This design comes from an exercise in tuning for small area and a short achievable clock period on the open sky130 flow, not from production work. RTL that was checked went through simulation tests only; none was proved equivalent to the original. For runs 1 to 3, only the layout was checked, not whether the RTL still works. Power and IR drop assume default switching activity.

[flow/config.mk]
export PLATFORM = sky130hd
export DESIGN_NAME = Calculator
export DESIGN_NICKNAME = Calculator
export VERILOG_FILES = /design/flow/design.v
export SDC_FILE = /design/flow/constraint.sdc
export NUM_CORES = 4
export LEC_CHECK = 0
export ABC_AREA = 1
export CAP_MARGIN = 20
export CORE_MARGIN = 2
export CORE_UTILIZATION = 40
export SLEW_MARGIN = 20
[flow/constraint.sdc]
create_clock -name core_clock -period 40.0 [get_ports {clk}]
set_input_delay 8.0000 -clock core_clock [delete_from_list [all_inputs] [get_ports {clk}]]
set_output_delay 8.0000 -clock core_clock [all_outputs]
set_load 0.01 [all_outputs]
[flow/design.v]
module Calculator #(parameter W = 8) (clk, Ain, Bin, s0, s1, ALUout, sel, Reset);
    input clk;
    input [W-1:0] Ain, Bin;
    input [1:0] sel;
    input s0, s1, Reset;
    output [2*W:0] ALUout;
    reg [2*W:0] ALUout;
    wire [7:0] q;
    wire [8:0] b2 = {Bin, 1'b0};
    wire [9:0] b3 = {1'b0, b2} + {2'b00, Bin};
    wire [1:0] t6 = Ain[7:6];
    wire [2:0] d1_6 = {1'b0, t6[1:0]} - {1'b0, Bin[1:0]};
    wire c1_6 = ~d1_6[2] & ~|Bin[7:2];
    wire [2:0] d2_6 = {1'b0, t6[1:0]} - {1'b0, b2[1:0]};
    wire c2_6 = ~d2_6[2] & ~|b2[8:2];
    wire [2:0] d3_6 = {1'b0, t6[1:0]} - {1'b0, b3[1:0]};
    wire c3_6 = ~d3_6[2] & ~|b3[9:2];
    assign q[7] = c2_6;
    assign q[6] = c3_6 | (c1_6 & ~c2_6);
    wire [1:0] r6 = c3_6 ? d3_6[1:0] : c2_6 ? d2_6[1:0] : c1_6 ? d1_6[1:0] : t6[1:0];
    wire [3:0] t4 = {r6, Ain[5:4]};
    wire [4:0] d1_4 = {1'b0, t4[3:0]} - {1'b0, Bin[3:0]};
    wire c1_4 = ~d1_4[4] & ~|Bin[7:4];
    wire [4:0] d2_4 = {1'b0, t4[3:0]} - {1'b0, b2[3:0]};
    wire c2_4 = ~d2_4[4] & ~|b2[8:4];
    wire [4:0] d3_4 = {1'b0, t4[3:0]} - {1'b0, b3[3:0]};
    wire c3_4 = ~d3_4[4] & ~|b3[9:4];
    assign q[5] = c2_4;
    assign q[4] = c3_4 | (c1_4 & ~c2_4);
    wire [3:0] r4 = c3_4 ? d3_4[3:0] : c2_4 ? d2_4[3:0] : c1_4 ? d1_4[3:0] : t4[3:0];
    wire [5:0] t2 = {r4, Ain[3:2]};
    wire [6:0] d1_2 = {1'b0, t2[5:0]} - {1'b0, Bin[5:0]};
    wire c1_2 = ~d1_2[6] & ~|Bin[7:6];
    wire [6:0] d2_2 = {1'b0, t2[5:0]} - {1'b0, b2[5:0]};
    wire c2_2 = ~d2_2[6] & ~|b2[8:6];
    wire [6:0] d3_2 = {1'b0, t2[5:0]} - {1'b0, b3[5:0]};
    wire c3_2 = ~d3_2[6] & ~|b3[9:6];
    assign q[3] = c2_2;
    assign q[2] = c3_2 | (c1_2 & ~c2_2);
    wire [5:0] r2 = c3_2 ? d3_2[5:0] : c2_2 ? d2_2[5:0] : c1_2 ? d1_2[5:0] : t2[5:0];
    wire [7:0] t0 = {r2, Ain[1:0]};
    wire [8:0] d1_0 = {1'b0, t0[7:0]} - {1'b0, Bin[7:0]};
    wire c1_0 = ~d1_0[8];
    wire [8:0] d2_0 = {1'b0, t0[7:0]} - {1'b0, b2[7:0]};
    wire c2_0 = ~d2_0[8] & ~|b2[8:8];
    wire [8:0] d3_0 = {1'b0, t0[7:0]} - {1'b0, b3[7:0]};
    wire c3_0 = ~d3_0[8] & ~|b3[9:8];
    assign q[1] = c2_0;
    assign q[0] = c3_0 | (c1_0 & ~c2_0);
    wire m = s0 ^ s1;
    wire [9:0] avs = {2'b00, Ain} + ({2'b00, Bin} ^ {10{m}}) + {9'd0, m};
    wire [15:0] prod = Ain * Bin;
    reg [15:0] v;
    reg n;
    always @(*) begin
        case (sel)
            2'b00: begin v = {{6{avs[9]}}, avs}; n = s0; end
            2'b01: begin v = prod; n = m; end
            2'b10: begin v = {8'd0, q}; n = m; end
            default: begin v = {8'd0, Ain ^ (Ain >> 1)}; n = 1'b0; end
        endcase
    end
    wire [15:0] r = (v ^ {16{n}}) + {15'd0, n};
    reg f;
    always @(*) begin
        case (sel)
            2'b00: f = r[15] | (s0 & s1);
            2'b01: f = m;
            2'b10: f = r[15];
            default: f = 1'b0;
        endcase
    end
    always @(posedge clk)
        if (Reset) ALUout <= {(2*W+1){1'b0}};
        else ALUout <= {f, r};
endmodule
[flow/flow/run.sh]
#!/bin/bash
# Standard synthesis, then the combinational logic between the standard synthesis's
# registers is mapped again by ABC without the full/half-adder cells (the registers,
# their names and cell types are kept), then the standard layout from floorplan on.
set -euo pipefail
W=$(pwd)
R=$W/orfs/results/$FLOW_PLATFORM/Calculator/base
LIB=$FLOW_HOME/platforms/$FLOW_PLATFORM/lib/sky130_fd_sc_hd__tt_025C_1v80.lib

bash standard.sh synth > $W/log_synth_std.txt 2>&1
cp $R/1_2_yosys.v $W/std_synth.v

DU="-dont_use *clkbuf* -dont_use *probe* -dont_use *lpflow* -dont_use *dlygate* -dont_use *clkdly* -dont_use *buf_16* -dont_use *fa_* -dont_use *ha_*"
cat > $W/resynth.ys <<Y
read_liberty -ignore_miss_func $LIB
read_verilog $W/std_synth.v
hierarchy -top $FLOW_TOP
setattr -mod -set keep_hierarchy 1 sky130_fd_sc_hd__dfxtp_1
flatten
select $FLOW_TOP
opt -purge
abc -liberty $LIB $DU -script $W/flow/resynth.abc
opt_clean -purge
hilomap -singleton -hicell sky130_fd_sc_hd__conb_1 HI -locell sky130_fd_sc_hd__conb_1 LO
splitnets
opt_clean -purge
stat -liberty $LIB
write_verilog -noattr -selected $W/resynth.v
Y
yosys -s $W/resynth.ys > $W/log_resynth.txt 2>&1
cp $W/resynth.v $R/1_2_yosys.v
rm -f $R/1_synth.odb $R/1_synth.sdc
bash standard.sh synth > $W/log_synth_odb.txt 2>&1
bash standard.sh finish > $W/log_finish.txt 2>&1
[flow/flow/resynth.abc]
strash
dc2
dch -f
map -B 0.9
strash
dc2
dch -f
map -B 0.9
strash
dch -f
map -B 0.9
topo
stime -c
buffer -c
upsize -c
dnsize -c
[flow/standard.sh]
#!/bin/bash
# synth_recipe.tcl (not shown) runs the flow's synth.tcl, then flattens the netlist and writes it again
# the make line also repeats each setting of config.mk as NAME=value (left out here)
make -C /OpenROAD-flow-scripts/flow DESIGN_CONFIG=/design/flow/config.mk WORK_HOME=/design/flow/orfs CLKGATE_MAP_FILE= SYNTH_SCRIPT=/design/flow/synth_recipe.tcl "${@:-finish}"
==> results list, run 1 <==
* Data required time of the worst path: 40,140 ps
* Number of buffers added for setup after CTS: 0
* Arrival time at the worst endpoint: 14,230 ps
* Internal power of the cells: 0.0750 mW
- Share of total power in the clock network: 0.123
* I/O pins: 39
* Pwr/cell area: 25.6 nW/um^2
- Clk pin slew, worst setup/hold paths: 50 ps
- Signed area change from the synthesized netlist to the final layout: 12.8%
* Antenna fix cells: 0
- Nature of the critical path endpoint: register
- The worst hold path terminates at ALUout[0].
- Counting along the longest clock path gives a buffer depth of 2.
- The mapped netlist covers 5360 sq um.
- The filler cells instantiated in the layout total 1,486.
- Grt met3 use: 0.00808
- Ranked by flip-flop count, first place goes to ALUout.
- The worst hold path begins at Reset.
- Peak VDD IR: 0.0000105 V
* Share of the core filled with cells in the final layout: 0.460
- The largest registers in the layout are ALUout: 17 flops.
- The run finished with no timing, DRC or antenna violations.
- Cell seen most often among critical-path stages: nand2_1
- Final design area excluding fillers: 6040 sq um
* Number of setup violations in the final report: 0
* Launching element type of the critical path: input port
- The placed instances occupy a cell area of 5960 sq um.
* Average instance area after synthesis: 5.27 sq um
* First-pass DRT Iterations: 5
- Routability-driven placement congestion ratio: 0.971
- The detailed router finished its first iteration with 452 violations.
* Initial core utilization: 0.408
* Final HPWL from detailed placement: 13,700 um
- Time the worst path needs with I/O delays and setup: 14,090 ps
- Worst Path Class, Setup: input port to register
* Die boundary height: 120 um
- On the worst path, the slowest cell contributes a delay of 890 ps.
- Buffers inserted during clock tree synthesis total 3.
- The register with the most flip-flops in the layout has 17 of them.
- Share of the clock period used by the worst path: 0.352
- RSZ-0062 raised after global routing: no
* Overall die area: 14,300 sq um
* Number of nets in the synthesized netlist: 1,038
- The critical path starts at Bin[1].
* Measured slew at the worst slew-check pin: 1080 ps
- Width of the die: 120 um
* Slew Limit Fails: 0
* Antenna Nets Post-Route: 0
- Along the worst hold path, the cell count comes to 2.
- After detailed routing, the number of vias per cell comes to 5.14.
* Critical-path maximum fanout: 20
* Worst hold-check path type: input port to register
* Total routing resource utilization after global routing: 0.244
* DRT Wirelength: 17,100 um
* Number of hold-repair buffers added at the cts stage: 0
- The final count of hold timing violations was 0.
- Across the run, the number of max-cap violations was 0.
- Of the total power, the share spent switching nets is 0.514.
- First-pass GRT wire length: 28,700 um
* Number of synthesis warnings: 1
* Crit path buffers/inverters: 3
- For this run, global-route usage on met2 was measured as 0.415.
- CTS tree: yes
- Count of vias placed by the detailed router: 6,335
- Total clock sinks: 17
- Peak Freq: 71.0 MHz
- Summed over all cells, the static leakage comes to 3.18 nW.
- In this run the power spent charging and discharging nets is 0.0795 mW.
- Setup TNS: 0 ps
- GR Layer Usage met1: 0.330
- Standard cell core area: 13,100 sq um
- In this run the most used layer during global routing was met2.
- Counting every instance in the synthesized netlist gives 1,016.
- The share of total power dissipated in sequential elements is 0.132.
- Among cell families on the critical path, the largest total delay comes from simple AND/OR/NAND/NOR gates.
- Input and output buffers added on the ports amount to 38.
- Proportion of layout cells with a drive suffix above 1: 0.125
- Number of antenna violations at the first check in global routing: 0
* Vias in the first global route: 5,813
- CTS built an H-tree with a depth of 1.
- The tree is rooted in a clkbuf_16.
- Entering global routing, the biggest net connects 21 pins.
* Detailed-route DRC error count: 0
- For this design, the slowest cell found on the critical path is clkdlybuf4s50_1.
- After clock tree synthesis, the repair step resized 0 gates.
* Count of nets after finishing: 1,079
- Routed wire per std cell: 13.9 um
- Combinational fraction of design power: 0.745
- Measured against its own limit, the worst slew margin works out to 0.277.
- Summed over all layers, the global routing overflow is 0.
- The initialized floorplan defines 42 standard-cell rows.
worst max path at each step:
stage | to | slack [ps] | cells past startpoint
after floorplan | ALUout[16] | 27970 | 45
final | ALUout[16] | 25910 | 50
after global routing | ALUout[16] | 25190 | 50
after CTS | ALUout[16] | 25940 | 50
after detailed placement | ALUout[16] | 25710 | 50
after global placement | ALUout[16] | 25810 | 50
power groups by stage:
stage | Combinational, mW | Clock (mW) | Sequential [mW]
6_report | 0.115 | 0.0191 | 0.0203
5_1_grt | 0.132 | 0.0202 | 0.0205
4_1_cts | 0.115 | 0.0194 | 0.0204
3_5_place_dp | 0.114 | 0 | 0.0207
3_3_place_gp | 0.114 | 0 | 0.0207
2_1_floorplan | 0.0833 | 0 | 0.0223
routing by layer:
metal	wire [um]	up-vias	share of wire
li1	-	3355	-
met1	7850	2745	0.46
met2	7830	204	0.46
met3	954	31	0.056
met4	506	0	0.030
met5	0	-	0
cell usage in the layout (no fill, tap or decap), types with 15 or more instances in the layout:
cell               n
a21oi_1           52
clkdlybuf4s50_1   38
dfxtp_1           17
inv_1            111
inv_2             26
nand2_1          335
nand2_2           28
nand3_1           61
nor2_1            87
o21ai_0           83
or2_2             15
xor2_1            55
through the flow:
| stage | cells | power (mW) | hold WS [ps] | setup slack (ps) |
|---|---|---|---|---|
| 2_1_floorplan | 1016 | 0.106 | 8070 | 27970 |
| 4_1_cts | 1232 | 0.154 | 8360 | 25940 |
| 3_5_place_dp | 1228 | 0.135 | 8610 | 25710 |
| 3_3_place_gp | 1228 | 0.135 | 8610 | 25810 |
| 5_1_grt | 1232 | 0.172 | 8380 | 25190 |
| 6_report | 1232 | 0.155 | 8360 | 25910 |
cell type report:
type / instances / area, sq um / share of cell area
Sequential cell: 17 / 340 / 0.0563
Inverter: 143 / 548 / 0.0907
Tap cell: 176 / 220 / 0.0364
Clock inverter: 1 / 5.00 / 0.000828
Clock buffer: 3 / 75.1 / 0.0124
Multi-Input combinational cell: 849 / 4440 / 0.734
Timing Repair Buffer: 43 / 418 / 0.0691
==> run 2: changes to the inputs <==
--- a/flow/flow/run.sh
+++ b/flow/flow/run.sh
@@ -33,2 +33,2 @@
 bash standard.sh synth > $W/log_synth_odb.txt 2>&1
-bash standard.sh finish > $W/log_finish.txt 2>&1
+bash standard.sh "BUFFER_PORTS_ARGS=-buffer_cell sky130_fd_sc_hd__buf_4" finish > $W/log_finish.txt 2>&1
==> run 2 against run 1 <==
Sequential power about the same. Sequential share of layout area up 0.12 points. Wire length down 0.29%. Count of clock-buffer cells in the layout up 1. Core utilization down 0.96 points. First-iteration DRC count down 2.0%. Cell count down 0.32%. Critical endpoint unchanged.
==> results list, run 2 <==
* Run status: finished clean (unchanged)
* Average instance area after synthesis: 5.27 sq um (unchanged)
* Destination of the worst hold path: ALUout[0] (unchanged)
- The number of I/O port buffers was 38 (unchanged).
- Count of vias placed by the detailed router: 6,332 (was 6,335)
* Routability-driven placement congestion ratio: 0.937 (was 0.971)
- Total number of H-tree levels: 1 (unchanged)
- The max-slew violation count came to 0 (unchanged).
- The number of buffers created by CTS is 3 (unchanged).
- Proportion of layout cells with a drive suffix above 1: 0.157 (was 0.125)
- Hold path depth: 2 (unchanged)
- Number of setup violations in the final report: 0 (unchanged)
- DRT Wirelength: 17,100 um (about the same)
- The power per standard cell area came to 25.7 nW/um^2 (was 25.6 nW/um^2).
* Registers with the most flip-flops: ALUout: 17 flops (unchanged)
* Antenna fix cells: 0 (unchanged)
* Worst Path Class, Setup: input port to register (unchanged)
* Slew headroom: 0.382 (was 0.277)
* Number of synthesis warnings: 1 (unchanged)
* Maximum single-stage delay on the critical path: 340 ps (was 890 ps)
- Clk pin slew, worst setup/hold paths: 50 ps (about the same)
* Share of the core filled with cells in the final layout: 0.450 (was 0.460)
- Remaining global-route overflow: 0 (unchanged)
- Starting DRC count in detailed routing: 443 (was 452)
- The first-pass detailed-route iteration total is 5 (unchanged).
- Cell row count: 42 (unchanged)
- The final count of hold timing violations is 0 (unchanged).
- The leakage power was 3.20 nW (was 3.18 nW).
* Antenna Nets Post-Route: 0 (unchanged)
- Peak VDD IR: 0.00000981 V (was 0.0000105 V)
- The buffer type at the clock tree root is clkbuf_16 (unchanged).
- The most common library cell in the layout ignoring fill and taps is nand2_1 (unchanged).
- Final HPWL from detailed placement: 13,600 um (was 13,700 um)
- The number of remaining DRC errors is 0 (unchanged).
* Peak Freq: 75.8 MHz (was 71.0 MHz)
- Max-cap check violation count: 0 (unchanged)
- Count of nets after finishing: 1,075 (was 1,079)
- The total instance count after detailed placement came to 1,224 (was 1,228).
- The post-synthesis instance total is 1,016 (unchanged).
- Measured slew at the worst slew-check pin: 924 ps (was 1080 ps)
- The floorplan die area was 14,300 sq um (unchanged).
- The worst-case clock buffer depth is 2 (unchanged).
* Setup TNS: 0 ps (unchanged)
- Top reg by flops: ALUout (unchanged)
- Critical-path maximum fanout: 20 (unchanged)
- Nature of the critical path endpoint: register (unchanged)
* Flip-flop count of the largest register, all copies and words added: 17 (unchanged)
* Most frequent cells in the layout: nand2_1 (335), inv_1 (111), nor2_1 (87) (unchanged)
- The starting utilization of the core area was 0.408 (unchanged).
- The filler-free cell count of the finished design came to 1,228 (was 1,232).
- The I/O pin total was 39 (unchanged).
* Width of the die: 120 um (unchanged)
* Arrival time at the worst endpoint: 13,330 ps (was 14,230 ps)
- The maximum number of pins on one net before global-route repair came to 21 (unchanged).
- Post-cts repair resize count: 0 (unchanged)
* Die boundary height: 120 um (unchanged)
* Via-per-instance ratio: 5.16 (was 5.14)
- Number of hold-repair buffers added at the cts stage: 0 (unchanged)
* CTS tree: yes (unchanged)
- RSZ-0062 raised after global routing: no (unchanged).
* Crit-path slowest cell: inv_2 (was clkdlybuf4s50_1)
- Share of the clock period used by the worst path: 0.330 (was 0.352)
* First-pass GRT wire length: 28,200 um (was 28,700 um)
* Launching element type of the critical path: input port (unchanged)
* Worst hold-check path type: input port to register (unchanged)
- The initial antenna violation count was 0 (unchanged).
- Number of nets in the synthesized netlist: 1,038 (unchanged)
* Cell seen most often among critical-path stages: nand2_1 (unchanged)
- Number of buffers added for setup after CTS: 0 (unchanged)
* Signed area change from the synthesized netlist to the final layout: 10.5% (was 12.8%)
* Total routing resource utilization after global routing: 0.240 (was 0.244)
- Vias in the first global route: 5,813 (unchanged)
* Time the worst path needs with I/O delays and setup: 13,200 ps (was 14,090 ps)
* Total clock sinks: 17 (unchanged)
- Data required time of the worst path: 40,130 ps (was 40,140 ps)
- Routed wire per std cell: 13.9 um (about the same)
- The worst hold path startpoint is Reset (unchanged).
- Standard cell core area: 13,100 sq um (unchanged)
* Post-Syn Area: 5360 sq um (unchanged)
[run 2: power by group]
part           internal, mW  leakage, nW  switching, mW
sequential           0.0198        0.141       0.000611
clock                0.0134       0.0382        0.00545
combinational        0.0400         3.02         0.0729
[run 2: through the flow]
step	setup WS, ps	hold WS (ps)	area (sq um)	total power, mW
global placement	26690	8180	5840	0.133
CTS	26880	7930	5920	0.152
finish	26800	7930	5920	0.152
detailed placement	26640	8180	5840	0.133
floorplan	27970	8070	5360	0.106
global route	26150	7940	5920	0.169
[run 2: worst max-delay path, delay by kind of cell]
kind	cells	cell delay, ps
AND/OR/NAND/NOR	44	4280
buffers and inverters	3	610
AO/OA/AOI/OAI	2	400
[run 2: worst max path at each step]
stage	from	endpoint	slack (ps)	depth (start not counted)
after detailed placement	Bin[1]	ALUout[16]	26640	49
final	Bin[1]	ALUout[16]	26800	49
after CTS	Bin[1]	ALUout[16]	26880	49
after global routing	Bin[1]	ALUout[16]	26150	51
after floorplan	Bin[2]	ALUout[16]	27970	45
after global placement	Bin[1]	ALUout[16]	26690	50
[run 2: final cells by class]
type                       instances  area, sq um
tap                              176          220
fill                            1473         7220
sequential                        17          340
inverter                         143          548
timing repair buffer              39          293
multi-input combinational        849         4440
clock buffer                       4         78.8
[run 2: layer usage]
layer / vias to the layer above / wire length [um] / GRT usage
met5: - / 0 / 0
met4: 0 / 688 / 0.0985
met3: 48 / 903 / 0.00903
met2: 222 / 7740 / 0.414
met1: 2715 / 7760 / 0.313
li1: 3347 / - / -
==> run 3: changes to the inputs <==
--- a/flow/flow/run.sh
+++ b/flow/flow/run.sh
@@ -33,2 +33,2 @@
 bash standard.sh synth > $W/log_synth_odb.txt 2>&1
-bash standard.sh "BUFFER_PORTS_ARGS=-buffer_cell sky130_fd_sc_hd__buf_4" finish > $W/log_finish.txt 2>&1
+bash standard.sh "BUFFER_PORTS_ARGS=-buffer_cell sky130_fd_sc_hd__buf_1" finish > $W/log_finish.txt 2>&1
==> run 3 against run 2 <==
Sequential share of layout area is 0.059 points higher. Non-clock buffer count is 11 higher. Design area is 1.0% lower. Core utilization is 0.46 points lower. Hold slack better by 59 ps. Total power is 1.6% lower. Via count is 0.98% higher. Highest routed layer unchanged. First-iteration DRC count is 1.1% higher. Count of clock-buffer cells in the layout stayed put. Setup slack worse by 510 ps. Flip-flop and latch count stayed put.
==> results list, run 3 <==
* Run status: finished clean (unchanged)
* Total design power: 0.150 mW (was 0.152 mW)
- The die span in x was 120 um (unchanged).
* Via-per-instance ratio: 5.16 (about the same)
* Worst hold-check path type: input port to register (unchanged)
* Measured slew at the worst slew-check pin: 974 ps (was 924 ps)
- Detailed-route DRC error count: 0 (unchanged)
- Instance area after placement: 5780 sq um (was 5840 sq um)
* Hold_sp: Reset (unchanged)
* Leading cell type in the layout, fill and taps excluded: nand2_1 (unchanged)
- The total standard cell area after synthesis came to 5360 sq um (unchanged).
* Flip-flop count of the largest register, all copies and words added: 17 (unchanged)
- CTS tree: yes (unchanged)
- The switching portion of total power was 0.527 (was 0.519).
- Placement-stage worst setup slack: 26,140 ps (was 26,640 ps)
- The ratio of final minimum period to clock period was 0.343 (was 0.330).
- Fraction of power consumed by sequential logic: 0.136 (was 0.134)
* Clk pin slew, worst setup/hold paths: 50 ps (about the same)
- The cell with the largest stage delay on the worst path is buf_1 (was inv_2).
* Peak VDD IR: 0.0000106 V (was 0.00000981 V)
- The proportion of power drawn by the clock network was 0.127 (was 0.124).
- The required time reported for the critical path endpoint is 40,130 ps (about the same).
* Pwr/cell area: 25.6 nW/um^2 (was 25.7 nW/um^2)
- Total clock sinks: 17 (unchanged)
- The arrival time at the worst endpoint is 13,840 ps (was 13,330 ps).
* Max-cap check violation count: 0 (unchanged)
- The number of rows in the core area came to 42 (unchanged).
- The net switching power was 0.0788 mW (was 0.0789 mW).
- The overall routed net length came to 16,800 um (was 17,100 um).
* Starting DRC count in detailed routing: 448 (was 443)
- The kind of end point of the critical path is a register (unchanged).
- The post-route setup TNS came to 0 ps (unchanged).
- Registers with the most flip-flops: ALUout: 17 flops (unchanged)
* Initial core utilization: 0.408 (unchanged)
- The minimum clock period came to 13,710 ps (was 13,200 ps).
* Count of nets after finishing: 1,086 (was 1,075)
- Hold path depth: 2 (unchanged)
- The maximum fanout encountered on the critical timing path was 20 (unchanged).
* Signed area change from the synthesized netlist to the final layout: 9.34% (was 10.5%)
- First-pass DRT Iterations: 7 (was 5)
- Hold Fails Final Rpt: 0 (unchanged)
- The post-CTS setup buffer count came to 0 (unchanged).
* Routed wire per std cell: 13.6 um (was 13.9 um)
* Total routing resource utilization after global routing: 0.235 (was 0.240)
* Clk buf depth: 2 (unchanged)
* RSZ-0062 raised after global routing: no (unchanged)
- The buffer type at the clock tree root was clkbuf_16 (unchanged).
* Number of setup violations in the final report: 0 (unchanged)
* Number of antenna violations at the first check in global routing: 0 (unchanged)
- Destination of the worst hold path: ALUout[0] (unchanged)
- The peak clock frequency supported by timing was 72.9 MHz (was 75.8 MHz).
- The via count of the first global-routing pass was 5,641 (was 5,813).
* Maximum single-stage delay on the critical path: 560 ps (was 340 ps)
- The max-slew violation count was 0 (unchanged).
- The total core area is 13,100 sq um (unchanged).
* Combinational fraction of design power: 0.737 (was 0.742)
* Start point of the critical path: Bin[1] (unchanged)
- Number of inserted filler cells in the final layout: 1,525 (was 1,473)
- The largest register by flop count is ALUout (unchanged).
* Antenna fix cells: 0 (unchanged)
* Routability-driven placement congestion ratio: 0.968 (was 0.937)
* Antenna Nets Post-Route: 0 (unchanged)
* Final HPWL from detailed placement: 13,400 um (was 13,600 um)
- Proportion of layout cells with a drive suffix above 1: 0.130 (was 0.157)
- The final worst setup slack is 26,290 ps (was 26,800 ps).
- Final design area excluding fillers: 5860 sq um (was 5920 sq um)
- Die boundary height: 120 um (unchanged)
* Cell seen most often among critical-path stages: nand2_1 (unchanged)
- The worst slack on hold paths is 7990 ps (was 7930 ps).
- Overall die area: 14,300 sq um (unchanged)
* I/O pins: 39 (unchanged)
- The number of buffers created by CTS came to 3 (unchanged).
- Count of mapped cells out of synthesis: 1,016 (unchanged)
- Worst Path Class, Setup: input port to register (unchanged)
- The mean area per synthesized cell came to 5.27 sq um (unchanged).
* Most frequent cells in the layout: nand2_1 (335), inv_1 (111), nor2_1 (87) (unchanged)
- First-pass GRT wire length: 27,500 um (was 28,200 um)
- Count of input and output buffers: 38 (unchanged)
* Remaining global-route overflow: 0 (unchanged)
* Total number of H-tree levels: 1 (unchanged)
- Slew headroom: 0.348 (was 0.382)
- The net count after synthesis is 1,038 (unchanged).
- The kind of launch point of the worst setup path is an input port (unchanged).
* Number of hold-repair buffers added at the cts stage: 0 (unchanged)
- The leakage power came to 3.11 nW (was 3.20 nW).
- The maximum number of pins on one net before global-route repair was 21 (unchanged).
* Count of vias placed by the detailed router: 6,394 (was 6,332)
- Number of synthesis warnings: 1 (unchanged)
- The internal portion of total power was 0.0709 mW (was 0.0733 mW).
- The post-cts repair resize count came to 0 (unchanged).
run 3: through the flow:
step                      cells   util
after global placement     1235  0.440
after CTS                  1239  0.446
after floorplan            1016      -
after detailed placement   1235  0.440
final                      1239  0.446
after global routing       1239  0.446
run 3: area by class of cell:
class,instances,area (sq um),area share
well taps,176,220,0.0376
multi-input cells,849,4440,0.758
clock buffers,4,78.8,0.0135
repair buffers,50,233,0.0397
inverters,143,548,0.0935
flip-flops and latches,17,340,0.0581
run 3: critical path: cells and delay by family:
family | cells | cell delay, ps
xor+xnor | 1 | 290
compound gates | 2 | 430
buf+inv | 3 | 1030
simple gates | 44 | 4070
run 3: layer usage:
layer / GRT usage / wire length, um / up-vias
met4: 0.0963 / 638 / 0
li1: - / - / 3364
met1: 0.297 / 7430 / 2773
met5: 0 / 0 / -
met2: 0.413 / 7740 / 213
met3: 0.0152 / 1020 / 44
run 3: power by group through the flow:
stage | sequential, mW | clock, mW | combinational, mW
floorplan | 0.0223 | 0 | 0.0833
CTS | 0.0204 | 0.0192 | 0.110
global placement | 0.0207 | 0 | 0.109
detailed placement | 0.0207 | 0 | 0.110
finish | 0.0203 | 0.0190 | 0.110
global route | 0.0206 | 0.0198 | 0.126
run 3: worst max path at each step:
| stage | to | cells past startpoint | slack [ps] |
|---|---|---|---|
| 2_1_floorplan | ALUout[16] | 45 | 27970 |
| 3_3_place_gp | ALUout[16] | 50 | 26300 |
| 3_5_place_dp | ALUout[16] | 50 | 26140 |
| 4_1_cts | ALUout[16] | 50 | 26360 |
| 5_1_grt | ALUout[16] | 50 | 25610 |
| 6_report | ALUout[16] | 50 | 26290 |
==> run 4: changes to the inputs <==
--- a/flow/design.v
+++ b/flow/design.v
@@ -49,5 +49,5 @@
     assign q[0] = c3_0 | (c1_0 & ~c2_0);
+    wire [15:0] prod = Ain * Bin;
     wire m = s0 ^ s1;
     wire [9:0] avs = {2'b00, Ain} + ({2'b00, Bin} ^ {10{m}}) + {9'd0, m};
-    wire [15:0] prod = Ain * Bin;
     reg [15:0] v;
--- a/flow/flow/run.sh
+++ b/flow/flow/run.sh
@@ -1,5 +1,7 @@
 #!/bin/bash
-# Standard synthesis, then the combinational logic between the standard synthesis's
-# registers is mapped again by ABC without the full/half-adder cells (the registers,
-# their names and cell types are kept), then the standard layout from floorplan on.
+# Layout flow: the standard synthesis (bash standard.sh synth), then the combinational
+# logic between its registers is mapped again by ABC (flow/resynth.abc) without the
+# full/half-adder cells; the registers, their names and cell types are kept. Then the
+# standard layout from floorplan on, with the port buffers made of buf_4 cells.
+# Each tool's output goes to a log_*.txt file in the work folder.
 set -euo pipefail
@@ -8,2 +10,4 @@
 LIB=$FLOW_HOME/platforms/$FLOW_PLATFORM/lib/sky130_fd_sc_hd__tt_025C_1v80.lib
+EXTRA=()
+[[ -f $W/flow/make_args ]] && mapfile -t EXTRA < $W/flow/make_args
 
@@ -33,2 +37,2 @@
 bash standard.sh synth > $W/log_synth_odb.txt 2>&1
-bash standard.sh "BUFFER_PORTS_ARGS=-buffer_cell sky130_fd_sc_hd__buf_1" finish > $W/log_finish.txt 2>&1
+bash standard.sh "BUFFER_PORTS_ARGS=-buffer_cell sky130_fd_sc_hd__buf_4" "${EXTRA[@]}" finish > $W/log_finish.txt 2>&1
==> flow/flow/make_args (new file) <==
SETUP_SLACK_MARGIN=27
==> flow/flow/resynth.abc (replaced) <==
strash
&get -n
&deepsyn -T 60
&put
dch -f
map -B 0.9
topo
stime -c
buffer -c
upsize -c
dnsize -c
==> run 4 against run 3 <==
Still clean. Synthesized cell count is 9.7% lower. Global-route usage is 1.7 points higher. Die area is 9.9% lower. Wire length is 2.8% lower. Non-clock buffer count is 7 lower. Sequential share of layout area is 0.39 points higher. First-iteration DRC count is 29% higher. Critical path depth is 9 lower. Flip-flop and latch count stayed put. Via count is 5.0% lower.
==> results list, run 4 <==
- Standard cell core area: 11,900 sq um (was 13,100 sq um)
* First-pass DRT Iterations: 5 (was 7)
- The filler-free cell count of the finished design came to 1,106 (was 1,239).
* Width of the die: 114 um (was 120 um)
- The power per standard cell area is 26.8 nW/um^2 (was 25.6 nW/um^2).
- The most common library cell in the layout ignoring fill and taps was nand2_1 (unchanged).
- Most frequent cells in the layout: nand2_1 (296), nand3_1 (110), inv_1 (91) (was nand2_1 (335), inv_1 (111), nor2_1 (87))
* Maximum single-stage delay on the critical path: 230 ps (was 560 ps)
- Overall die area: 12,900 sq um (was 14,300 sq um)
* Setup TNS: 0 ps (unchanged)
- Registers with the most flip-flops: ALUout: 17 flops (unchanged)
* Clk buf depth: 2 (unchanged)
- Slew Limit Fails: 0 (unchanged)
- The number of warnings printed during yosys synthesis is 1 (unchanged).
* Flip-flop count of the largest register, all copies and words added: 17 (unchanged)
- The cell occurring most often along the worst timing path is nand2_1 (unchanged).
- Multi-input logic area: 4090 sq um (was 4440 sq um)
- The residual overflow from global routing came to 0 (unchanged).
- The average routed wire per standard cell came to 14.8 um (was 13.6 um).
- The via count of the first global-routing pass was 5,254 (was 5,641).
- Maximum number of pins on one net before global-route repair: 27 (was 21)
* Total area of sequential cells: 340 sq um (unchanged)
* Detailed-route DRC error count: 0 (unchanged)
* Number of nets in the synthesized netlist: 939 (was 1,038)
- Count of mapped cells out of synthesis: 917 (was 1,016)
- Signed area change from the synthesized netlist to the final layout: 14.1% (was 9.34%)
- The count of buffering cells on the critical path with inverters included came to 3 (unchanged).
* Worst Path Class, Setup: input port to register (unchanged)
* Post-Syn Area: 4810 sq um (was 5360 sq um)
- Cell row count: 40 (was 42)
- The worst max-slew margin expressed relative to the limit was 0.435 (was 0.348).
- The routability congestion estimate from global placement is 0.957 (was 0.968).
* Nature of the critical path endpoint: register (unchanged)
* I/O pins: 39 (unchanged)
- DRT Wirelength: 16,300 um (was 16,800 um)
- The class of the tightest hold or removal check is input port to register (unchanged).
- Total number of H-tree levels: 1 (unchanged)
- Clk pin slew, worst setup/hold paths: 50 ps (about the same)
* Cell family with most CP delay: simple AND/OR/NAND/NOR gates (unchanged)
- The minimum clock period was 12,450 ps (was 13,710 ps).
- The number of violations of the max-capacitance limit was 0 (unchanged).
- The wire length of the first global-routing pass was 26,600 um (was 27,500 um).
- Average instance area after synthesis: 5.24 sq um (was 5.27 sq um)
- Count of nets after finishing: 982 (was 1,086)
- The sum of net half-perimeters after detailed placement came to 12,800 um (was 13,400 um).
* Run status: finished clean (unchanged)
- Critical-path maximum fanout: 13 (was 20)
* RSZ-0062 raised after global routing: no (unchanged)
- The number of sinks on the clock net came to 17 (unchanged).
* Crit-path slowest cell: nor3_4 (was buf_1)
- The buffer type at the clock tree root is clkbuf_16 (unchanged).
- The routed via count is 6,077 (was 6,394).
- Peak Freq: 80.3 MHz (was 72.9 MHz)
- The largest register by flop count is ALUout (unchanged).
* Inserted Clock Buffers: 3 (unchanged)
* CTS tree: yes (unchanged)
- The arrival time at the worst endpoint was 12,580 ps (was 13,840 ps).
- Number of antenna violations at the first check in global routing: 0 (unchanged)
* Number of inserted filler cells in the final layout: 1,333 (was 1,525)
* Initial core utilization: 0.405 (was 0.408)
- DP Cell Count: 1,099 (was 1,235)
* Total routing resource utilization after global routing: 0.252 (was 0.235)
- The number of hold buffers added after cts is 0 (unchanged).
- Placement-stage worst setup slack: 27,100 ps (was 26,140 ps)
- Antenna fix cells: 0 (unchanged)
- Total design power: 0.147 mW (was 0.150 mW)
* Die boundary height: 114 um (was 120 um)
* Number of setup violations in the final report: 0 (unchanged)
- The leakage power is 2.88 nW (was 3.11 nW).
* Measured slew at the worst slew-check pin: 839 ps (was 974 ps)
- The ratio of final minimum period to clock period was 0.311 (was 0.343).
- The mean number of vias per cell was 5.49 (was 5.16).
- The final count of hold timing violations is 0 (unchanged).
- The count of antenna-violating nets left after detailed routing was 0 (unchanged).
- Launching element type of the critical path: input port (unchanged)
- Count of input and output buffers: 38 (unchanged)
* Starting DRC count in detailed routing: 576 (was 448)
- Share of the core filled with cells in the final layout: 0.462 (was 0.446)
- The required time reported for the critical path endpoint is 40,140 ps (was 40,130 ps).
- Proportion of layout cells with a drive suffix above 1: 0.133 (was 0.130)
* Final Worst Setup Slack: 27,550 ps (was 26,290 ps)
- The worst voltage drop across the vdd grid was 0.0000135 V (was 0.0000106 V).
## run 4: power by group
group	internal, mW	total (mW)	switching (mW)	leakage [nW]
logic	0.0385	0.108	0.0692	2.70
registers	0.0198	0.0204	0.000603	0.142
clock network	0.0135	0.0192	0.00569	0.0382
## run 4: cell type report
class                   instances  share of cell area
inverters                     110              0.0785
repair buffers                 43              0.0661
multi-input cells             785               0.745
clock buffers                   4              0.0144
flip-flops and latches         17              0.0620
well taps                     147              0.0335
## run 4: layer usage
layer | vias to the layer above | GRT usage | share of wire | routed length [um]
li1 | 3133 | - | - | -
met1 | 2655 | 0.363 | 0.46 | 7550
met2 | 251 | 0.407 | 0.44 | 7130
met3 | 38 | 0.0159 | 0.072 | 1180
met4 | 0 | 0.0715 | 0.030 | 484
met5 | - | 0 | 0 | 0
## run 4: final timing paths
kind,startpoint,endpoint,slack [ps],cells past startpoint
worst max-delay path,Bin[4],ALUout[15],27550,41
worst min-delay path,Reset,ALUout[16],7950,2
## run 4: what timing repair did
item                       4_1_cts  5_1_grt
setup endpoints to repair        0        8
resized for setup                0       27
buffers inserted                 0        3
## run 4: metrics by stage
stage / instance area, sq um / hold slack, ps
finish: 5490 / 7950
floorplan: 4810 / 8110
global placement: 5260 / 8210
CTS: 5340 / 7960
detailed placement: 5260 / 8210
global route: 5490 / 7960
==> run 5: changes to the inputs <==
removed: flow/flow/make_args
==> run 5 against run 4 <==
Still clean on timing, DRC and antenna. Via count decreased by 0.56%. Fmax down 2.4%. Critical endpoint unchanged. Global-route usage stayed put. Sequential power about the same. Non-clock buffer count decreased by 3. Count of clock-buffer cells in the layout stayed put. Largest power group unchanged. Sequential share of layout area rose by 0.17 points. Combinational power about the same. Setup slack got worse by 310 ps. Cell count decreased by 0.27%. Area after synthesis stayed put.
==> results list, run 5 <==
* Run status: finished clean (unchanged)
- The routed via count was 6,043 (was 6,077).
* Hold Fails Final Rpt: 0 (unchanged)
* Peak Freq: 78.4 MHz (was 80.3 MHz)
- Routed wire per std cell: 14.8 um (about the same)
* Internal power of the cells: 0.0706 mW (was 0.0718 mW)
- Signed area change from the synthesized netlist to the final layout: 11.1% (was 14.1%)
- The vertical die dimension was 114 um (unchanged).
* Crit-path slowest cell: inv_2 (was nor3_4)
- The overall routed net length was 16,300 um (about the same).
* Number of synthesis warnings: 1 (unchanged)
- The number of remaining DRC errors is 0 (unchanged).
* Proportion of layout cells with a drive suffix above 1: 0.123 (was 0.133)
- The worst hold path startpoint is Reset (unchanged).
- Antenna Nets Post-Route: 0 (unchanged)
* Count of nets after finishing: 979 (was 982)
* Leading cell type in the layout, fill and taps excluded: nand2_1 (unchanged)
- The share of power burned in combinational logic came to 0.727 (was 0.731).
- First-pass DRT Iterations: 6 (was 5)
* Starting DRC count in detailed routing: 565 (was 576)
- The via count of the first global-routing pass was 5,254 (unchanged).
* Count of mapped cells out of synthesis: 917 (unchanged)
* Number of cells in the finished layout apart from fillers: 1,103 (was 1,106)
* Arrival time at the worst endpoint: 12,890 ps (was 12,580 ps)
* Data required time of the worst path: 40,140 ps (about the same)
* Total routing resource utilization after global routing: 0.252 (unchanged)
- Via-per-instance ratio: 5.48 (was 5.49)
* Initial core utilization: 0.405 (unchanged)
- The cell occurring most often along the worst timing path was nand2_1 (unchanged).
* Count of input and output buffers: 38 (unchanged)
* Remaining global-route overflow: 0 (unchanged)
* Most frequent cells in the layout: nand2_1 (299), nand3_1 (112), inv_1 (91) (was nand2_1 (296), nand3_1 (110), inv_1 (91))
- Max-cap check violation count: 0 (unchanged)
- Antenna fix cells: 0 (unchanged)
- First-pass GRT wire length: 26,600 um (unchanged)
- Number of setup violations in the final report: 0 (unchanged)
* Flip-flop count of the largest register, all copies and words added: 17 (unchanged)
- The max-slew violation count is 0 (unchanged).
- Pwr/cell area: 27.2 nW/um^2 (was 26.8 nW/um^2)
- Clk buf depth: 2 (unchanged)
* Placement-stage worst setup slack: 27,100 ps (unchanged)
- RSZ-0062 raised after global routing: no (unchanged).
- Worst hold-check path type: input port to register (unchanged)
- Post-cts repair resize count: 0 (unchanged)
- CTS tree: yes (unchanged)
- The mean area per synthesized cell is 5.24 sq um (unchanged).
* Total design power: 0.145 mW (was 0.147 mW)
* Clk pin slew, worst setup/hold paths: 50 ps (about the same)
- Lkg Pwr: 2.84 nW (was 2.88 nW)
* Number of buffers added for setup after CTS: 0 (unchanged)
- The number of buffers created by CTS is 3 (unchanged).
- The ratio of final minimum period to clock period came to 0.319 (was 0.311).
- Net switching power: 0.0744 mW (was 0.0755 mW)
- Number of antenna violations at the first check in global routing: 0 (unchanged)
* Peak VDD IR: 0.0000135 V (about the same)
- The start-to-end type of the worst setup path is input port to register (unchanged).
- Slew headroom: 0.515 (was 0.435)
- Total clock sinks: 17 (unchanged)
- Final Worst Setup Slack: 27,250 ps (was 27,550 ps)
- Standard cell core area: 11,900 sq um (unchanged)
- Hold path depth: 2 (unchanged)
- Cell row count: 40 (unchanged)
- Critical-path maximum fanout: 18 (was 13)
- Nature of the critical path endpoint: register (unchanged)
* Time the worst path needs with I/O delays and setup: 12,750 ps (was 12,450 ps)
- Registers with the most flip-flops: ALUout: 17 flops (unchanged)
- The routability congestion estimate from global placement was 0.957 (unchanged).
- The net count after synthesis is 939 (unchanged).
* Measured slew at the worst slew-check pin: 719 ps (was 839 ps)
- Width of the die: 114 um (unchanged)
- I/O pins: 39 (unchanged)
- The sum of net half-perimeters after detailed placement was 12,800 um (unchanged).
- The deepest level of the CTS H-tree came to 1 (unchanged).
* Maximum single-stage delay on the critical path: 310 ps (was 230 ps)
* Post-Syn Area: 4810 sq um (unchanged)
- Switching Share: 0.513 (about the same)
* Launching element type of the critical path: input port (unchanged)
* Overall die area: 12,900 sq um (unchanged)
* Destination of the worst hold path: ALUout[16] (unchanged)
- The total instance count after detailed placement is 1,099 (unchanged).
- Maximum number of pins on one net before global-route repair: 27 (unchanged)
- The proportion of power drawn by the clock network was 0.132 (was 0.130).
* Fraction of power consumed by sequential logic: 0.141 (was 0.139)
- Number of hold-repair buffers added at the cts stage: 0 (unchanged)
* Setup TNS: 0 ps (unchanged)
- The largest register by flop count is ALUout (unchanged).
- Root cell of the clock tree: clkbuf_16 (unchanged)
[run 5: area by class of cell]
| cell class | count | area [sq um] |
|---|---|---|
| repair buffers | 40 | 300 |
| multi-input cells | 785 | 4020 |
| well taps | 147 | 184 |
| flip-flops and latches | 17 | 340 |
| clock buffers | 4 | 78.8 |
| fillers | 1339 | 6520 |
| inverters | 110 | 423 |
[run 5: worst max path at each step]
stage                       from         end  slack [ps]  cells after the start
after floorplan           Bin[6]  ALUout[15]       28290                     38
after global placement    Bin[2]  ALUout[15]       27070                     39
after detailed placement  Bin[2]  ALUout[15]       27100                     39
after CTS                 Bin[2]  ALUout[15]       27340                     39
after global routing      Bin[2]  ALUout[15]       26610                     40
final                     Bin[2]  ALUout[15]       27250                     41
[run 5: metal layers]
layer  track usage  routed length [um]  up-vias
met5             0                   0        -
met4        0.0715                 348        0
met3        0.0159                1180       30
met2         0.407                7200      242
met1         0.363                7610     2634
li1              -                   -     3137
[run 5: worst max-delay path: cells and delay by family]
family,cells,cell delay (ps)
simple gates,36,4000
buf+inv,3,570
compound gates,2,300
[run 5: through the flow]
| step | hold slack (ps) | cell area, sq um | utilization |
|---|---|---|---|
| global route | 7960 | 5340 | 0.450 |
| floorplan | 8110 | 4810 | - |
| detailed placement | 8210 | 5260 | 0.444 |
| CTS | 7960 | 5340 | 0.450 |
| global placement | 8210 | 5260 | 0.444 |
| finish | 7950 | 5340 | 0.450 |
[run 5: power groups by stage]
stage	logic [mW]	clock network [mW]	registers, mW
detailed placement	0.104	0	0.0207
global placement	0.103	0	0.0208
floorplan	0.0751	0	0.0223
CTS	0.104	0.0195	0.0204
global route	0.119	0.0201	0.0205
finish	0.106	0.0191	0.0204
==> run 6: changes to the inputs <==
--- a/flow/design.v
+++ b/flow/design.v
@@ -52,25 +52,15 @@
     wire [9:0] avs = {2'b00, Ain} + ({2'b00, Bin} ^ {10{m}}) + {9'd0, m};
-    reg [15:0] v;
-    reg n;
-    always @(*) begin
-        case (sel)
-            2'b00: begin v = {{6{avs[9]}}, avs}; n = s0; end
-            2'b01: begin v = prod; n = m; end
-            2'b10: begin v = {8'd0, q}; n = m; end
-            default: begin v = {8'd0, Ain ^ (Ain >> 1)}; n = 1'b0; end
-        endcase
-    end
+    wire e_add = ~Reset & (sel == 2'b00);
+    wire e_mul = ~Reset & (sel == 2'b01);
+    wire e_div = ~Reset & (sel == 2'b10);
+    wire e_gry = ~Reset & (sel == 2'b11);
+    wire [15:0] v = ({16{e_add}} & {{6{avs[9]}}, avs})
+                  | ({16{e_mul}} & prod)
+                  | ({16{e_div}} & {8'd0, q})
+                  | ({16{e_gry}} & {8'd0, Ain ^ (Ain >> 1)});
+    wire n = (e_add & s0) | ((e_mul | e_div) & m);
     wire [15:0] r = (v ^ {16{n}}) + {15'd0, n};
-    reg f;
-    always @(*) begin
-        case (sel)
-            2'b00: f = r[15] | (s0 & s1);
-            2'b01: f = m;
-            2'b10: f = r[15];
-            default: f = 1'b0;
-        endcase
-    end
+    wire f = ((e_add | e_div) & r[15]) | (e_add & s0 & s1) | (e_mul & m);
     always @(posedge clk)
-        if (Reset) ALUout <= {(2*W+1){1'b0}};
-        else ALUout <= {f, r};
+        ALUout <= {f, r};
 endmodule
==> flow/flow/resynth.abc (replaced) <==
strash
&get -n
&deepsyn -I 1 -J 50
&put
strash
dc2
dch -f
map -B 0.9
strash
dc2
dch -f
map -B 0.9
strash
dch -f
map -B 0.9
topo
stime -c
buffer -c
upsize -c
dnsize -c
--- a/flow/config.mk
+++ b/flow/config.mk
@@ -10,3 +10,3 @@
 export CORE_MARGIN = 2
-export CORE_UTILIZATION = 40
+export CORE_UTILIZATION = 65
 export SLEW_MARGIN = 20
==> run 6 against run 5 <==
Still clean. Count of clock-buffer cells in the layout is the same. Design area shrank 4.2%. Non-clock buffer count shrank 1. Total power grew 7.3%. Clock power shrank 33%. Synthesized cell count shrank 1.9%. Critical path depth shrank 4.
==> results list, run 6 <==
* Standard cell core area: 6910 sq um (was 11,900 sq um)
- Routed wire per std cell: 15.8 um (was 14.8 um)
- CTS tree: yes (unchanged)
- Total area of sequential cells: 340 sq um (unchanged)
- RSZ-0062 raised after global routing: no (unchanged)
* Max-cap check violation count: 0 (unchanged)
- The required time reported for the critical path endpoint came to 40,150 ps (was 40,140 ps).
* Share of the core filled with cells in the final layout: 0.741 (was 0.450)
* Critical-path maximum fanout: 16 (was 18)
- The peak clock frequency supported by timing came to 79.2 MHz (was 78.4 MHz).
* Post-cts repair resize count: 0 (unchanged)
* Number of antenna violations at the first check in global routing: 0 (unchanged)
- Share of the clock period used by the worst path: 0.316 (was 0.319)
- Crit-path slowest cell: a21oi_1 (was inv_2)
- Starting DRC count in detailed routing: 796 (was 565)
- Count of mapped cells out of synthesis: 900 (was 917)
- Measured slew at the worst slew-check pin: 971 ps (was 719 ps)
- Inserted Clock Buffers: 3 (unchanged)
* Clk pin slew, worst setup/hold paths: 60 ps (was 50 ps)
- The minimum clock period was 12,620 ps (was 12,750 ps).
- Worst Path Class, Setup: input port to register (unchanged)
- Overall die area: 7910 sq um (was 12,900 sq um)
* Count of vias placed by the detailed router: 6,366 (was 6,043)
- First-pass DRT Iterations: 8 (was 6)
* Pwr/cell area: 30.4 nW/um^2 (was 27.2 nW/um^2)
- The post-CTS setup buffer count is 0 (unchanged).
- The number of hold buffers added after cts was 0 (unchanged).
- The maximum number of pins on one net before global-route repair was 25 (was 27).
- The final count of hold timing violations was 0 (unchanged).
- Routability-driven placement congestion ratio: 1.04 (was 0.957)
* Final HPWL from detailed placement: 12,600 um (was 12,800 um)
- Antenna Nets Post-Route: 0 (unchanged)
* Post-Syn Area: 4690 sq um (was 4810 sq um)
* Run status: finished clean (unchanged)
* Count of nets after finishing: 960 (was 979)
- Worst setup path endpoint: ALUout[16] (was ALUout[15])
* Detailed-route DRC error count: 0 (unchanged)
* Peak VDD IR: 0.0000147 V (was 0.0000135 V)
- The mean number of vias per cell is 6.16 (was 5.48).
* Most frequent cells in the layout: nand2_1 (327), inv_1 (90), nor2_1 (78) (was nand2_1 (299), nand3_1 (112), inv_1 (91))
- Total number of H-tree levels: 1 (unchanged)
- The net count after synthesis was 922 (was 939).
- The number of I/O port buffers came to 38 (unchanged).
- The overall routed net length came to 16,300 um (about the same).
- Worst hold-check path type: input port to register (unchanged)
- The vertical die dimension came to 89.0 um (was 114 um).
- The I/O pin total is 39 (unchanged).
* Multi-input logic area: 3890 sq um (was 4020 sq um)
- Clk buf depth: 2 (unchanged)
* Proportion of layout cells with a drive suffix above 1: 0.130 (was 0.123)
- Lkg Pwr: 2.73 nW (was 2.84 nW)
* Nature of the critical path endpoint: register (unchanged)
- The total stage count of the critical path is 37 (was 41).
- Average instance area after synthesis: 5.21 sq um (was 5.24 sq um)
- The die span in x came to 89.0 um (was 114 um).
- Arrival time at the worst endpoint: 12,770 ps (was 12,890 ps)
* Antenna fix cells: 0 (unchanged)
* Maximum single-stage delay on the critical path: 260 ps (was 310 ps)
- Launching element type of the critical path: input port (unchanged)
- The number of rows in the core area is 30 (was 40).
- Root cell of the clock tree: clkbuf_8 (was clkbuf_16)
- The signed area change from the synthesized netlist to the final layout is 9.12% (was 11.1%).
- Total routing resource utilization after global routing: 0.414 (was 0.252)
- Slew headroom: 0.353 (was 0.515)
* Setup TNS: 0 ps (unchanged)
- The origin of the worst setup path is Bin[1] (was Bin[2]).
- The wire length of the first global-routing pass is 26,100 um (was 26,600 um).
- Flip-flop count of the largest register, all copies and words added: 17 (unchanged)
- The max-slew violation count came to 0 (unchanged).
- The most common library cell in the layout ignoring fill and taps is nand2_1 (unchanged).
- The layout filler cell count was 591 (was 1,339).
- Registers with the most flip-flops: ALUout: 17 flops (unchanged)
* Vias in the first global route: 5,796 (was 5,254)
- Total clock sinks: 17 (unchanged)
- The count of buffering cells on the critical path with inverters included is 2 (was 3).
- Remaining global-route overflow: 0 (unchanged)
- Number of synthesis warnings: 1 (unchanged)
- The total of endpoints with negative setup slack in the final report came to 0 (unchanged).
* Top reg by flops: ALUout (unchanged)
- The top cell family by delay on the critical path was simple AND/OR/NAND/NOR gates (unchanged).
* Initial core utilization: 0.679 (was 0.405)
## run 6: cell count changes in the layout (fill, tap and decap cells not counted), moves of 5 or more
cell / previous run / this run
a21oi_1: 53 / 47
nand2_1: 299 / 327
nand3_1: 112 / 75
nand4_1: 17 / 7
o21ai_1: 6 / 17
or2_1: 1 / 6
xor2_1: 28 / 39
## run 6: worst min path at each step
stage / from / end / slack [ps] / depth (start not counted)
final: sel[0] / ALUout[16] / 8120 / 4
after global routing: sel[0] / ALUout[16] / 8240 / 4
after CTS: sel[0] / ALUout[16] / 8120 / 4
after detailed placement: sel[0] / ALUout[16] / 8360 / 4
after global placement: sel[0] / ALUout[16] / 8330 / 4
after floorplan: sel[0] / ALUout[16] / 8200 / 3
## run 6: layout make-up
| cell class | count | share of cell area |
|---|---|---|
| Multi-Input combinational cell | 766 | 0.760 |
| Sequential cell | 17 | 0.0665 |
| Clock buffer | 4 | 0.00880 |
| Tap cell | 96 | 0.0235 |
| Inverter | 111 | 0.0843 |
| Timing Repair Buffer | 39 | 0.0572 |
## run 6: per-layer routing
layer / track usage / vias up / wire length, um / part of all wire
li1: - / 2996 / - / -
met1: 0.473 / 2771 / 6010 / 0.37
met2: 0.714 / 470 / 7490 / 0.46
met3: 0.0979 / 129 / 1800 / 0.11
met4: 0.217 / 0 / 984 / 0.060
met5: 0 / - / 0 / 0
## run 6: report_power, final
part / total [mW] / switching [mW] / internal (mW)
clock: 0.0128 / 0.00576 / 0.00708
sequential: 0.0239 / 0.00162 / 0.0223
combinational: 0.119 / 0.0769 / 0.0419
total: 0.156 / 0.0843 / 0.0713
## run 6: metrics by stage
step | hold slack, ps | setup WS (ps) | power, mW | cells | instance area [sq um]
5_1_grt | 8240 | 26910 | 0.170 | 1033 | 5120
4_1_cts | 8120 | 27600 | 0.152 | 1033 | 5120
3_3_place_gp | 8330 | 27610 | 0.134 | 1029 | 5070
3_5_place_dp | 8360 | 27450 | 0.139 | 1029 | 5070
6_report | 8120 | 27380 | 0.156 | 1033 | 5120
2_1_floorplan | 8200 | 28510 | 0.106 | 900 | 4690
## run 6: worst min-delay path, stage by stage
cell and delay [ps]:
buf_4 90, inv_1 70, nand3_1 110, nand2_1 50
==> run 7: changes to the inputs <==
--- a/flow/config.mk
+++ b/flow/config.mk
@@ -10,3 +10,3 @@
 export CORE_MARGIN = 2
-export CORE_UTILIZATION = 65
+export CORE_UTILIZATION = 40
 export SLEW_MARGIN = 20
==> run 7 against run 6 <==
Setup slack improved by 250 ps. Total power is 0.57% higher. Count of clock-buffer cells in the layout shrank 1. Critical path type unchanged. Critical endpoint unchanged.
==> results list, run 7 <==
- DP Cell Count: 1,077 (was 1,029)
* Run status: finished clean (unchanged)
- The mean number of vias per cell is 5.40 (was 6.16).
- Clk buf depth: 2 (unchanged)
- The count of antenna-violating nets left after detailed routing came to 0 (unchanged).
- Start point of the critical path: Bin[2] (was Bin[1])
- DRT Wirelength: 15,700 um (was 16,300 um)
- The worst max-slew margin expressed relative to the limit was 0.464 (was 0.353).
- The floorplan die area was 12,600 sq um (was 7910 sq um).
- Minimum hold slack: 8070 ps (was 8120 ps)
- The total core area is 11,400 sq um (was 6910 sq um).
- Die boundary height: 112 um (was 89.0 um)
- The number of rows in the core area is 39 (was 30).
- The layout filler cell count was 1,315 (was 591).
* Count of mapped cells out of synthesis: 900 (unchanged)
* Hold_sp: sel[0] (unchanged)
* Clk pin slew, worst setup/hold paths: 50 ps (was 60 ps)
* First-pass DRT Iterations: 5 (was 8)
* Root cell of the clock tree: clkbuf_16 (was clkbuf_8)
- Count of nets after finishing: 961 (was 960)
* Peak VDD IR: 0.0000305 V (was 0.0000147 V)
* Number of hold-repair buffers added at the cts stage: 0 (unchanged)
- Hold Fails Final Rpt: 0 (unchanged)
- The mean area per synthesized cell was 5.21 sq um (unchanged).
* CTS tree: yes (unchanged)
* Top reg by flops: ALUout (unchanged)
- In this design, the critical path's most frequently occurring cell is nand2_1.
* Total routing resource utilization after global routing: 0.249 (was 0.414)
- The number of flip-flops under the largest register name was 17 (unchanged).
- Worst setup path endpoint: ALUout[16] (unchanged)
* Worst hold-check path type: input port to register (unchanged)
- Multi-input logic area: 3890 sq um (unchanged)
- The initial antenna violation count came to 0 (unchanged).
- The total power draw is 0.157 mW (was 0.156 mW).
- Placement-stage worst setup slack: 27,440 ps (was 27,450 ps)
* Number of synthesis warnings: 1 (unchanged)
- The max-slew violation count came to 0 (unchanged).
* Arrival time at the worst endpoint: 12,520 ps (was 12,770 ps)
- Registers with the most flip-flops: ALUout: 17 flops (unchanged)
- Cell family with most CP delay: simple AND/OR/NAND/NOR gates (unchanged)
* Number of setup violations in the final report: 0 (unchanged)
- Count of vias placed by the detailed router: 5,842 (was 6,366)
- The ratio of final minimum period to clock period came to 0.309 (was 0.316).
* Peak Freq: 80.8 MHz (was 79.2 MHz)
- Worst Path Class, Setup: input port to register (unchanged)
- The final worst setup slack is 27,620 ps (was 27,380 ps).
* Crit-path slowest cell: buf_4 (was a21oi_1)
- Width of the die: 112 um (was 89.0 um)
- Detailed-route DRC error count: 0 (unchanged)
- The kind of end point of the critical path is a register (unchanged).
* Number of stages on the worst setup path: 42 (was 37)
* Total number of H-tree levels: 1 (unchanged)
* Crit path buffers/inverters: 2 (unchanged)
- Maximum single-stage delay on the critical path: 290 ps (was 260 ps)
* I/O pins: 39 (unchanged)
- The total standard cell area after synthesis came to 4690 sq um (unchanged).
- Starting DRC count in detailed routing: 449 (was 796)
* Total area of sequential cells: 340 sq um (unchanged)
* Final HPWL from detailed placement: 12,500 um (was 12,600 um)
- Leading cell type in the layout, fill and taps excluded: nand2_1 (unchanged)
- Number of nets in the synthesized netlist: 922 (unchanged)
- Routability-driven placement congestion ratio: 1.01 (was 1.04)
- The required time reported for the critical path endpoint was 40,140 ps (was 40,150 ps).
* Setup TNS: 0 ps (unchanged)
- The starting utilization of the core area came to 0.411 (was 0.679).
- Signed area change from the synthesized netlist to the final layout: 11.3% (was 9.12%)
- Maximum number of pins on one net before global-route repair: 25 (unchanged)
- The post-CTS setup buffer count was 0 (unchanged).
- Remaining global-route overflow: 0 (unchanged)
- The leakage power is 2.75 nW (was 2.73 nW).
* Most frequent cells in the layout: nand2_1 (327), inv_1 (90), nor2_1 (78) (unchanged)
- RSZ-0062 raised after global routing: no (unchanged).
- The maximum fanout encountered on the critical timing path came to 24 (was 16).
* Pwr/cell area: 30.0 nW/um^2 (was 30.4 nW/um^2)
- Proportion of layout cells with a drive suffix above 1: 0.132 (was 0.130)
- The via count of the first global-routing pass was 5,293 (was 5,796).
- The number of violations of the max-capacitance limit was 0 (unchanged).
- Total clock sinks: 17 (unchanged)
* Count of input and output buffers: 38 (unchanged)
- Launching element type of the critical path: input port (unchanged)
- First-pass GRT wire length: 26,200 um (was 26,100 um)
* Number of cells in the finished layout apart from fillers: 1,081 (was 1,033)
- The average routed wire per standard cell came to 14.5 um (was 15.8 um).
- Inserted Clock Buffers: 3 (unchanged)
- The antenna diode instance count is 0 (unchanged).
* Post-cts repair resize count: 0 (unchanged)
- Measured slew at the worst slew-check pin: 798 ps (was 971 ps)
- The minimum clock period is 12,380 ps (was 12,620 ps).
## run 7: report_power, final
group,switching [mW],internal [mW],leakage [nW]
combinational,0.0713,0.0420,2.56
sequential,0.00129,0.0223,0.143
clock,0.00628,0.0134,0.0409
total,0.0789,0.0776,2.75
## run 7: final cells by class
| class | instances | area share |
|---|---|---|
| timing repair buffer | 40 | 0.0575 |
| clock inverter | 1 | 0.000959 |
| inverter | 111 | 0.0827 |
| sequential | 17 | 0.0652 |
| multi-input combinational | 766 | 0.745 |
| clock buffer | 3 | 0.0144 |
| tap | 143 | 0.0343 |
## run 7: how the worst min path moves through the flow
stage                      end  slack [ps]  cells past startpoint
floorplan           ALUout[16]        8200                      3
global placement    ALUout[16]        8330                      4
detailed placement  ALUout[16]        8330                      4
CTS                 ALUout[16]        8070                      4
global route        ALUout[16]        8120                      4
finish              ALUout[16]        8070                      4
## run 7: stage by stage
stage / utilization / instance area (sq um)
floorplan: - / 4690
global route: 0.457 / 5220
global placement: 0.450 / 5140
finish: 0.457 / 5220
CTS: 0.457 / 5220
detailed placement: 0.450 / 5140
## run 7: routing by layer
metal,vias up,share of wire,global-route usage
met5,-,0,0
met4,0,0.027,0.0675
met3,40,0.065,0.0243
met2,220,0.45,0.406
met1,2586,0.45,0.351
li1,2996,-,-

afterwards: timing with drivers on the ports:
The results above use ideal ports. As a check the final layouts listed here were re-extracted and re-timed, cells and wires unchanged.
Step 1, drivers: a clkbuf_16 drives clk and a buf_2 each remaining input, both assumed.
Step 2 also shifts input and output timing later by t, the mid clock arrival at the registers, as if the neighbouring blocks saw the same clock.
a / b / c = ideal ports / drivers / drivers and shift; a / b = the first two.
| run | t, ns | slack for setup (ns) | clock arrival spread, ns |
|---|---|---|---|
| run 1 | 0.268 | 25.910 / 25.914 / 25.647 | 0.001 / 0.001 |
| run 2 | 0.268 | 26.805 / 26.811 / 26.544 | 0.001 / 0.001 |
| run 3 | 0.269 | 26.292 / 26.297 / 26.028 | 0.001 / 0.001 |
| run 4 | 0.272 | 27.553 / 27.540 / 27.269 | 0.001 / 0.001 |
| run 5 | 0.272 | 27.245 / 27.256 / 26.984 | 0.001 / 0.001 |
| run 6 | 0.277 | 27.376 / 27.375 / 27.098 | 0.005 / 0.004 |
| run 7 | 0.275 | 27.621 / 27.627 / 27.352 | 0.004 / 0.004 |
After both steps setup and hold are still met in every run listed. The setup slack of run 4, which loses most, moves by -0.013 ns with the drivers and by -0.284 ns with both steps.
